Source: an optimization exercise on an open RTL-to-GDS flow (aim: small area, a short achievable clock period and few clock cycles). Production flows keep margins and buffers that such runs may drop. Function was checked by simulation only, so behaviour that the tests miss may differ from the original.

==> run M: inputs <==
## feedforward
module feedforward(
    input [31:0] x1, x2, x3, x4,
    input [31:0] w1, w2, w3, w4,
    input clk,
    input rst,
    output wire [31:0] result,
    output wire done
    );
==> flow/config.mk <==
export PLATFORM = sky130hd
export DESIGN_NAME = feedforward
export DESIGN_NICKNAME = feedforward
export VERILOG_FILES = /design/flow/design.v
export SDC_FILE = /design/flow/constraint.sdc
export NUM_CORES = 4
export LEC_CHECK = 0
export ABC_AREA = 1
export CAP_MARGIN = 20
export CORE_MARGIN = 2
export CORE_UTILIZATION = 55
export SETUP_SLACK_MARGIN = 0.6
export SLEW_MARGIN = 20
==> flow/constraint.sdc <==
create_clock -name core_clock -period 10.0 [get_ports {clk}]
set_input_delay 2.0000 -clock core_clock [delete_from_list [all_inputs] [get_ports {clk}]]
set_output_delay 2.0000 -clock core_clock [all_outputs]
set_load 0.01 [all_outputs]
run.sh (not shown) runs the stock make flow with config.mk's settings and CLKGATE_MAP_FILE= SYNTH_SCRIPT=/design/flow/synth_recipe.tcl, a recipe that flattens the netlist after the stock synthesis.
==> run G: changes against run M <==
--- a/flow/design.v
+++ b/flow/design.v
@@ -806,17 +806,15 @@
     input  [30:0] xa,
     input         xu,
     input         ys,
     input  [30:0] ya,
     input         yu,
     output [27:0] sum,
     output [7:0]  eb,      
-    output        sign,
-    output [4:0]  lim,     
-    output        nolim    
+    output        sign
     );
     wire [31:0] px, py;
     finc #(31) ix(.x(xa), .c(xu), .z(px));
     finc #(31) iy(.x(ya), .c(yu), .z(py));
     wire [30:0] rx = px[30:0];
     wire [30:0] ry = py[30:0];
     wire [31:0] xa1 = {1'b0, xa} + 32'd1;
@@ -868,28 +866,26 @@
     wire [5:0]  tms = (ygt ? {1'b0, tx} : {1'b0, ty}) + 6'd3;
     wire        stk = ~msz & ({2'b00, tms} < d);
     wire [26:0] sh  = ((d > 8'd26) ? 27'd0 : (ms >> d[4:0])) | {26'd0, stk};
     wire [26:0] sa  = expeq ? (swap ? mx : my) : sh;
     wire [26:0] mb  = swap ? my : mx;
     assign eb   = swap ? ey : ex;
     assign sign = swap ? ys : xs;
-    wire [7:0] ebm1 = eb - 8'd1;
-    assign lim   = ebm1[4:0];
-    assign nolim = ebm1 > 8'd25;
     wire sub = xs ^ ys;
     assign sum = {1'b0, mb} + ({1'b0, sa} ^ {28{sub}}) + {27'd0, sub};
 endmodule
 module fadd_back(
     input  [27:0] sum,
     input  [7:0]  eb,
     input         sign,
-    input  [4:0]  lim,
-    input         nolim,
     output [31:0] z
     );
+    wire [7:0]  ebm1  = eb - 8'd1;
+    wire [4:0]  lim   = ebm1[4:0];
+    wire        nolim = ebm1 > 8'd25;
     wire [9:0]  e0  = {2'b00, eb} + {9'd0, sum[27]};
     wire [25:0] v   = sum[27] ? sum[27:2] : sum[26:1];
     wire        st  = sum[27] ? (sum[1] | sum[0]) : sum[0];
     wire [25:0] cap = nolim ? 26'd0 : (26'h2000000 >> lim);
     wire [25:0] vm  = v | cap;
     reg [4:0] k;
     integer i;
@@ -958,16 +954,14 @@
     reg        ua_s, ub_s;
     reg [9:0]  ua_e, ub_e;
     reg [23:0] ua_m, ub_m;
     reg        ua_g, ub_g, ua_st, ub_st, ua_t, ub_t;
     reg [27:0] as_sum;
     reg [7:0]  as_eb;
     reg        as_sign, as_za;
-    reg [4:0]  as_lim;
-    reg        as_nolim;
     reg [31:0] sr;
     reg        sg1;      
     reg        za_fin;   
     wire qa = ~ua_m[23] & (&ua_m[22:0]) & ua_g;
     wire qb = ~ub_m[23] & (&ub_m[22:0]) & ub_g;
     wire oa = (&ua_e[7:0]) & (&ua_m[22:0]) & ua_g & (ua_st | ua_m[0]);
     wire ob = (&ub_e[7:0]) & (&ub_m[22:0]) & ub_g & (ub_st | ub_m[0]);
@@ -1003,21 +997,19 @@
     wire ua_u = ua_g & (ua_st | ua_m[0]);
     wire ub_u = ub_g & (ub_st | ub_m[0]);
     wire [30:0] oaa = {ua_e[7:0], ua_m[22:0]};
     wire [30:0] oba = {ub_e[7:0], ub_m[22:0]};
     wire [27:0] fsum;
     wire [7:0]  feb;
     wire        fsign;
-    wire [4:0]  flim;
-    wire        fnolim;
     fadd_front ff(.xs(ua_s), .xa(oaa), .xu(ua_u), .ys(ub_s), .ya(oba), .yu(ub_u),
-                  .sum(fsum), .eb(feb), .sign(fsign), .lim(flim), .nolim(fnolim));
+                  .sum(fsum), .eb(feb), .sign(fsign));
     wire opa_zero = ((oaa == 31'd0) & ~ua_u) | ((&oaa) & ua_u);
     wire [31:0] sz;
-    fadd_back fb(.sum(as_sum), .eb(as_eb), .sign(as_sign), .lim(as_lim), .nolim(as_nolim), .z(sz));
+    fadd_back fb(.sum(as_sum), .eb(as_eb), .sign(as_sign), .z(sz));
     wire outz = (sr[30:0] == 0);
     wire ovr  = !nz[0] && outz && (!nz[1] || za_fin);
     relu rl(.x({ovr ? sg1 : sr[31], sr[30:0]}), .z(result));
     wire w1a = adv && v1 && !d1;
     wire w1b = adv && v1 && d1;
     wire w3a = adv && v3 && (d3 == D_UA);
     wire w3b = adv && v3 && (d3 == D_UB);
@@ -1106,16 +1098,14 @@
     end
     always @(posedge clk) begin
         if (adv) begin
             as_sum   <= fsum;
             as_eb    <= feb;
             as_sign  <= fsign;
             as_za    <= opa_zero;
-            as_lim   <= flim;
-            as_nolim <= fnolim;
         end
     end
     always @(posedge clk) begin
         if (adv && v3 && (d3 == D_SR || d3 == D_RES))
             sr <= sz;
         else if (adv && kk == 3'd0)
             sr <= 32'd0;
==> flow/flow/run.sh (new file) <==
#!/bin/bash
# The standard layout (the standard.sh: ORFS from synthesis to the final
# layout), except that the buffer put on every input and output port is the
# smallest plain buffer, sky130_fd_sc_hd__buf_1, rather than the default.
set -e
export BUFFER_PORTS_ARGS="-buffer_cell sky130_fd_sc_hd__buf_1"
bash standard.sh > standard_flow.log 2>&1
==> flow/standard.sh (new file) <==
#!/bin/bash
# synth_recipe.tcl (not shown) runs the flow's synth.tcl, then flattens the netlist and writes it again
# the make line also repeats each setting of config.mk as NAME=value (left out here)
make -C /OpenROAD-flow-scripts/flow DESIGN_CONFIG=/design/flow/config.mk WORK_HOME=/design/flow/orfs CLKGATE_MAP_FILE= SYNTH_SCRIPT=/design/flow/synth_recipe.tcl "${@:-finish}"
==> flow/config.mk (replaced) <==
export PLATFORM = sky130hd
export DESIGN_NAME = feedforward
export DESIGN_NICKNAME = feedforward
export VERILOG_FILES = /design/flow/design.v
export SDC_FILE = /design/flow/constraint.sdc
export NUM_CORES = 4
export LEC_CHECK = 0
export ABC_AREA = 1
export CAP_MARGIN = 20
export CORE_MARGIN = 2
export CORE_UTILIZATION = 40
export SETUP_SLACK_MARGIN = 3.0
export SLEW_MARGIN = 20
removed: flow/run.sh
==> run X: changes against run M <==
--- a/flow/design.v
+++ b/flow/design.v
@@ -806,17 +806,15 @@
     input  [30:0] xa,
     input         xu,
     input         ys,
     input  [30:0] ya,
     input         yu,
     output [27:0] sum,
     output [7:0]  eb,      
-    output        sign,
-    output [4:0]  lim,     
-    output        nolim    
+    output        sign
     );
     wire [31:0] px, py;
     finc #(31) ix(.x(xa), .c(xu), .z(px));
     finc #(31) iy(.x(ya), .c(yu), .z(py));
     wire [30:0] rx = px[30:0];
     wire [30:0] ry = py[30:0];
     wire [31:0] xa1 = {1'b0, xa} + 32'd1;
@@ -868,28 +866,26 @@
     wire [5:0]  tms = (ygt ? {1'b0, tx} : {1'b0, ty}) + 6'd3;
     wire        stk = ~msz & ({2'b00, tms} < d);
     wire [26:0] sh  = ((d > 8'd26) ? 27'd0 : (ms >> d[4:0])) | {26'd0, stk};
     wire [26:0] sa  = expeq ? (swap ? mx : my) : sh;
     wire [26:0] mb  = swap ? my : mx;
     assign eb   = swap ? ey : ex;
     assign sign = swap ? ys : xs;
-    wire [7:0] ebm1 = eb - 8'd1;
-    assign lim   = ebm1[4:0];
-    assign nolim = ebm1 > 8'd25;
     wire sub = xs ^ ys;
     assign sum = {1'b0, mb} + ({1'b0, sa} ^ {28{sub}}) + {27'd0, sub};
 endmodule
 module fadd_back(
     input  [27:0] sum,
     input  [7:0]  eb,
     input         sign,
-    input  [4:0]  lim,
-    input         nolim,
     output [31:0] z
     );
+    wire [7:0]  ebm1  = eb - 8'd1;
+    wire [4:0]  lim   = ebm1[4:0];
+    wire        nolim = ebm1 > 8'd25;
     wire [9:0]  e0  = {2'b00, eb} + {9'd0, sum[27]};
     wire [25:0] v   = sum[27] ? sum[27:2] : sum[26:1];
     wire        st  = sum[27] ? (sum[1] | sum[0]) : sum[0];
     wire [25:0] cap = nolim ? 26'd0 : (26'h2000000 >> lim);
     wire [25:0] vm  = v | cap;
     reg [4:0] k;
     integer i;
@@ -958,16 +954,14 @@
     reg        ua_s, ub_s;
     reg [9:0]  ua_e, ub_e;
     reg [23:0] ua_m, ub_m;
     reg        ua_g, ub_g, ua_st, ub_st, ua_t, ub_t;
     reg [27:0] as_sum;
     reg [7:0]  as_eb;
     reg        as_sign, as_za;
-    reg [4:0]  as_lim;
-    reg        as_nolim;
     reg [31:0] sr;
     reg        sg1;      
     reg        za_fin;   
     wire qa = ~ua_m[23] & (&ua_m[22:0]) & ua_g;
     wire qb = ~ub_m[23] & (&ub_m[22:0]) & ub_g;
     wire oa = (&ua_e[7:0]) & (&ua_m[22:0]) & ua_g & (ua_st | ua_m[0]);
     wire ob = (&ub_e[7:0]) & (&ub_m[22:0]) & ub_g & (ub_st | ub_m[0]);
@@ -1003,21 +997,19 @@
     wire ua_u = ua_g & (ua_st | ua_m[0]);
     wire ub_u = ub_g & (ub_st | ub_m[0]);
     wire [30:0] oaa = {ua_e[7:0], ua_m[22:0]};
     wire [30:0] oba = {ub_e[7:0], ub_m[22:0]};
     wire [27:0] fsum;
     wire [7:0]  feb;
     wire        fsign;
-    wire [4:0]  flim;
-    wire        fnolim;
     fadd_front ff(.xs(ua_s), .xa(oaa), .xu(ua_u), .ys(ub_s), .ya(oba), .yu(ub_u),
-                  .sum(fsum), .eb(feb), .sign(fsign), .lim(flim), .nolim(fnolim));
+                  .sum(fsum), .eb(feb), .sign(fsign));
     wire opa_zero = ((oaa == 31'd0) & ~ua_u) | ((&oaa) & ua_u);
     wire [31:0] sz;
-    fadd_back fb(.sum(as_sum), .eb(as_eb), .sign(as_sign), .lim(as_lim), .nolim(as_nolim), .z(sz));
+    fadd_back fb(.sum(as_sum), .eb(as_eb), .sign(as_sign), .z(sz));
     wire outz = (sr[30:0] == 0);
     wire ovr  = !nz[0] && outz && (!nz[1] || za_fin);
     relu rl(.x({ovr ? sg1 : sr[31], sr[30:0]}), .z(result));
     wire w1a = adv && v1 && !d1;
     wire w1b = adv && v1 && d1;
     wire w3a = adv && v3 && (d3 == D_UA);
     wire w3b = adv && v3 && (d3 == D_UB);
@@ -1106,16 +1098,14 @@
     end
     always @(posedge clk) begin
         if (adv) begin
             as_sum   <= fsum;
             as_eb    <= feb;
             as_sign  <= fsign;
             as_za    <= opa_zero;
-            as_lim   <= flim;
-            as_nolim <= fnolim;
         end
     end
     always @(posedge clk) begin
         if (adv && v3 && (d3 == D_SR || d3 == D_RES))
             sr <= sz;
         else if (adv && kk == 3'd0)
             sr <= 32'd0;
==> flow/flow/run.sh (new file) <==
#!/bin/bash
# The standard layout (the standard.sh: ORFS from synthesis to the final
# layout), except that the buffer put on every input and output port is the
# smallest plain buffer, sky130_fd_sc_hd__buf_1, rather than the default.
set -e
export BUFFER_PORTS_ARGS="-buffer_cell sky130_fd_sc_hd__buf_1"
bash standard.sh > standard_flow.log 2>&1
==> flow/standard.sh (new file) <==
#!/bin/bash
# synth_recipe.tcl (not shown) runs the flow's synth.tcl, then flattens the netlist and writes it again
# the make line also repeats each setting of config.mk as NAME=value (left out here)
make -C /OpenROAD-flow-scripts/flow DESIGN_CONFIG=/design/flow/config.mk WORK_HOME=/design/flow/orfs CLKGATE_MAP_FILE= SYNTH_SCRIPT=/design/flow/synth_recipe.tcl "${@:-finish}"
removed: flow/run.sh
==> run E: changes against run M <==
--- a/flow/design.v
+++ b/flow/design.v
@@ -806,17 +806,15 @@
     input  [30:0] xa,
     input         xu,
     input         ys,
     input  [30:0] ya,
     input         yu,
     output [27:0] sum,
     output [7:0]  eb,      
-    output        sign,
-    output [4:0]  lim,     
-    output        nolim    
+    output        sign
     );
     wire [31:0] px, py;
     finc #(31) ix(.x(xa), .c(xu), .z(px));
     finc #(31) iy(.x(ya), .c(yu), .z(py));
     wire [30:0] rx = px[30:0];
     wire [30:0] ry = py[30:0];
     wire [31:0] xa1 = {1'b0, xa} + 32'd1;
@@ -868,28 +866,26 @@
     wire [5:0]  tms = (ygt ? {1'b0, tx} : {1'b0, ty}) + 6'd3;
     wire        stk = ~msz & ({2'b00, tms} < d);
     wire [26:0] sh  = ((d > 8'd26) ? 27'd0 : (ms >> d[4:0])) | {26'd0, stk};
     wire [26:0] sa  = expeq ? (swap ? mx : my) : sh;
     wire [26:0] mb  = swap ? my : mx;
     assign eb   = swap ? ey : ex;
     assign sign = swap ? ys : xs;
-    wire [7:0] ebm1 = eb - 8'd1;
-    assign lim   = ebm1[4:0];
-    assign nolim = ebm1 > 8'd25;
     wire sub = xs ^ ys;
     assign sum = {1'b0, mb} + ({1'b0, sa} ^ {28{sub}}) + {27'd0, sub};
 endmodule
 module fadd_back(
     input  [27:0] sum,
     input  [7:0]  eb,
     input         sign,
-    input  [4:0]  lim,
-    input         nolim,
     output [31:0] z
     );
+    wire [7:0]  ebm1  = eb - 8'd1;
+    wire [4:0]  lim   = ebm1[4:0];
+    wire        nolim = ebm1 > 8'd25;
     wire [9:0]  e0  = {2'b00, eb} + {9'd0, sum[27]};
     wire [25:0] v   = sum[27] ? sum[27:2] : sum[26:1];
     wire        st  = sum[27] ? (sum[1] | sum[0]) : sum[0];
     wire [25:0] cap = nolim ? 26'd0 : (26'h2000000 >> lim);
     wire [25:0] vm  = v | cap;
     reg [4:0] k;
     integer i;
@@ -958,16 +954,14 @@
     reg        ua_s, ub_s;
     reg [9:0]  ua_e, ub_e;
     reg [23:0] ua_m, ub_m;
     reg        ua_g, ub_g, ua_st, ub_st, ua_t, ub_t;
     reg [27:0] as_sum;
     reg [7:0]  as_eb;
     reg        as_sign, as_za;
-    reg [4:0]  as_lim;
-    reg        as_nolim;
     reg [31:0] sr;
     reg        sg1;      
     reg        za_fin;   
     wire qa = ~ua_m[23] & (&ua_m[22:0]) & ua_g;
     wire qb = ~ub_m[23] & (&ub_m[22:0]) & ub_g;
     wire oa = (&ua_e[7:0]) & (&ua_m[22:0]) & ua_g & (ua_st | ua_m[0]);
     wire ob = (&ub_e[7:0]) & (&ub_m[22:0]) & ub_g & (ub_st | ub_m[0]);
@@ -1003,21 +997,19 @@
     wire ua_u = ua_g & (ua_st | ua_m[0]);
     wire ub_u = ub_g & (ub_st | ub_m[0]);
     wire [30:0] oaa = {ua_e[7:0], ua_m[22:0]};
     wire [30:0] oba = {ub_e[7:0], ub_m[22:0]};
     wire [27:0] fsum;
     wire [7:0]  feb;
     wire        fsign;
-    wire [4:0]  flim;
-    wire        fnolim;
     fadd_front ff(.xs(ua_s), .xa(oaa), .xu(ua_u), .ys(ub_s), .ya(oba), .yu(ub_u),
-                  .sum(fsum), .eb(feb), .sign(fsign), .lim(flim), .nolim(fnolim));
+                  .sum(fsum), .eb(feb), .sign(fsign));
     wire opa_zero = ((oaa == 31'd0) & ~ua_u) | ((&oaa) & ua_u);
     wire [31:0] sz;
-    fadd_back fb(.sum(as_sum), .eb(as_eb), .sign(as_sign), .lim(as_lim), .nolim(as_nolim), .z(sz));
+    fadd_back fb(.sum(as_sum), .eb(as_eb), .sign(as_sign), .z(sz));
     wire outz = (sr[30:0] == 0);
     wire ovr  = !nz[0] && outz && (!nz[1] || za_fin);
     relu rl(.x({ovr ? sg1 : sr[31], sr[30:0]}), .z(result));
     wire w1a = adv && v1 && !d1;
     wire w1b = adv && v1 && d1;
     wire w3a = adv && v3 && (d3 == D_UA);
     wire w3b = adv && v3 && (d3 == D_UB);
@@ -1106,16 +1098,14 @@
     end
     always @(posedge clk) begin
         if (adv) begin
             as_sum   <= fsum;
             as_eb    <= feb;
             as_sign  <= fsign;
             as_za    <= opa_zero;
-            as_lim   <= flim;
-            as_nolim <= fnolim;
         end
     end
     always @(posedge clk) begin
         if (adv && v3 && (d3 == D_SR || d3 == D_RES))
             sr <= sz;
         else if (adv && kk == 3'd0)
             sr <= 32'd0;
==> flow/flow/run.sh (new file) <==
#!/bin/bash
# The standard layout (the standard.sh: ORFS from synthesis to the final
# layout), except that the buffer put on every input and output port is the
# smallest plain buffer, sky130_fd_sc_hd__buf_1, rather than the default.
set -e
export BUFFER_PORTS_ARGS="-buffer_cell sky130_fd_sc_hd__buf_1"
bash standard.sh > standard_flow.log 2>&1
==> flow/standard.sh (new file) <==
#!/bin/bash
# synth_recipe.tcl (not shown) runs the flow's synth.tcl, then flattens the netlist and writes it again
# the make line also repeats each setting of config.mk as NAME=value (left out here)
make -C /OpenROAD-flow-scripts/flow DESIGN_CONFIG=/design/flow/config.mk WORK_HOME=/design/flow/orfs CLKGATE_MAP_FILE= SYNTH_SCRIPT=/design/flow/synth_recipe.tcl "${@:-finish}"
==> flow/config.mk (replaced) <==
export PLATFORM = sky130hd
export DESIGN_NAME = feedforward
export DESIGN_NICKNAME = feedforward
export VERILOG_FILES = /design/flow/design.v
export SDC_FILE = /design/flow/constraint.sdc
export NUM_CORES = 4
export LEC_CHECK = 0
export ABC_AREA = 1
export CAP_MARGIN = 20
export CORE_MARGIN = 2
export CORE_UTILIZATION = 45
export SETUP_SLACK_MARGIN = 2.0
export SLEW_MARGIN = 20
removed: flow/run.sh
==> comparison table <==
Placed wire-length estimate after detailed placement: run X 134 mm; run E 142 mm; run G 142 mm; run M 136 mm
Number of instances in the synthesized netlist: run X 5864; run E 5864; run G 5864; run M 5913
Standard-cell row count: run X 100; run E 111; run G 117; run M 100
Standard cell area after detailed placement: run X 43300 um^2; run E 43700 um^2; run G 43900 um^2; run M 45400 um^2
Routed wl met2: run X 75.2 mm; run E 80.5 mm; run G 83.6 mm; run M 76.9 mm
Clock buffer instance count of the final layout: run X 33; run E 41; run G 39; run M 43
Status: run X finished clean; run E finished clean; run G finished clean; run M finished clean
Gpl congestion: run X 1.08; run E 1.04; run G 1.08; run M 1.11
Area fraction in and, or, nand and nor cells after synthesis: run X 0.228; run E 0.228; run G 0.228; run M 0.227
Number of antenna violations at the first check in global routing: run X 9; run E 5; run G 15; run M 7
Launch instance of the worst register-to-register path: run X ny[1]; run E ny[1]; run G ny[1]; run M ny[9]
Final cell utilization of the core: run X 0.597; run E 0.501; run G 0.505; run M 0.623
Proportion of cell area occupied by registers: run X 0.158; run E 0.154; run G 0.136; run M 0.155
Flip-flop and latch count after synthesis: run X 239; run E 239; run G 239; run M 245
Sinks on the clock net: run X 239; run E 239; run G 239; run M 245
Wirelength, routed: run X 167 mm; run E 177 mm; run G 189 mm; run M 171 mm
Netlist Area Pre-Place: run X 41300 um^2; run E 41300 um^2; run G 41300 um^2; run M 41600 um^2
Sequential cell count: run X 239; run E 239; run G 239; run M 245
Mux share of post-synthesis cell area: run X 0.00388; run E 0.00388; run G 0.00388; run M 0.00340
Signal buffers: run X 428; run E 502; run G 770; run M 410
DR vias: run X 43581; run E 43155; run G 46248; run M 44569
Adder-Cell Fraction of Synth Area: run X 0.195; run E 0.195; run G 0.195; run M 0.195
Final-layout worst hold slack: run X 475 ps; run E 477 ps; run G 506 ps; run M 499 ps
Testbench counts of run M, summed over its fixed seeds: cycles 3,567.
Testbench counts of run G, summed over its fixed seeds: cycles 3,567.
Testbench counts of run X, summed over its fixed seeds: cycles 3,567.
Testbench counts of run E, summed over its fixed seeds: cycles 3,567.

-- static timing again, ports no longer ideal --
Ports are ideal in the flow. The routed layouts listed here were re-timed in OpenROAD. Step 1: set_driving_cell puts a clkbuf_16 on clk and a buf_2 on each other input, an assumption about the parent block. Step 2 moves the port delays by t, midway between the first and last clock arrival at a register: inputs arrive t later, outputs are due t later. That takes back most of the time a late clock gives input paths. a / b / c = ideal ports / drivers / drivers and shift; a / b = the first two.
| run | t, ns | setup WS [ns] | slew at the worst register clock pin (ns) |
|---|---|---|---|
| run M | 0.686 | 1.171 / 1.171 / 1.171 | 0.07 / 0.07 |
| run G | 0.666 | 2.434 / 2.434 / 2.434 | 0.07 / 0.07 |
| run X | 0.655 | 1.371 / 1.371 / 1.371 | 0.07 / 0.07 |
| run E | 0.681 | 2.256 / 2.256 / 2.256 | 0.08 / 0.08 |
After both steps every run listed still meets setup and hold.
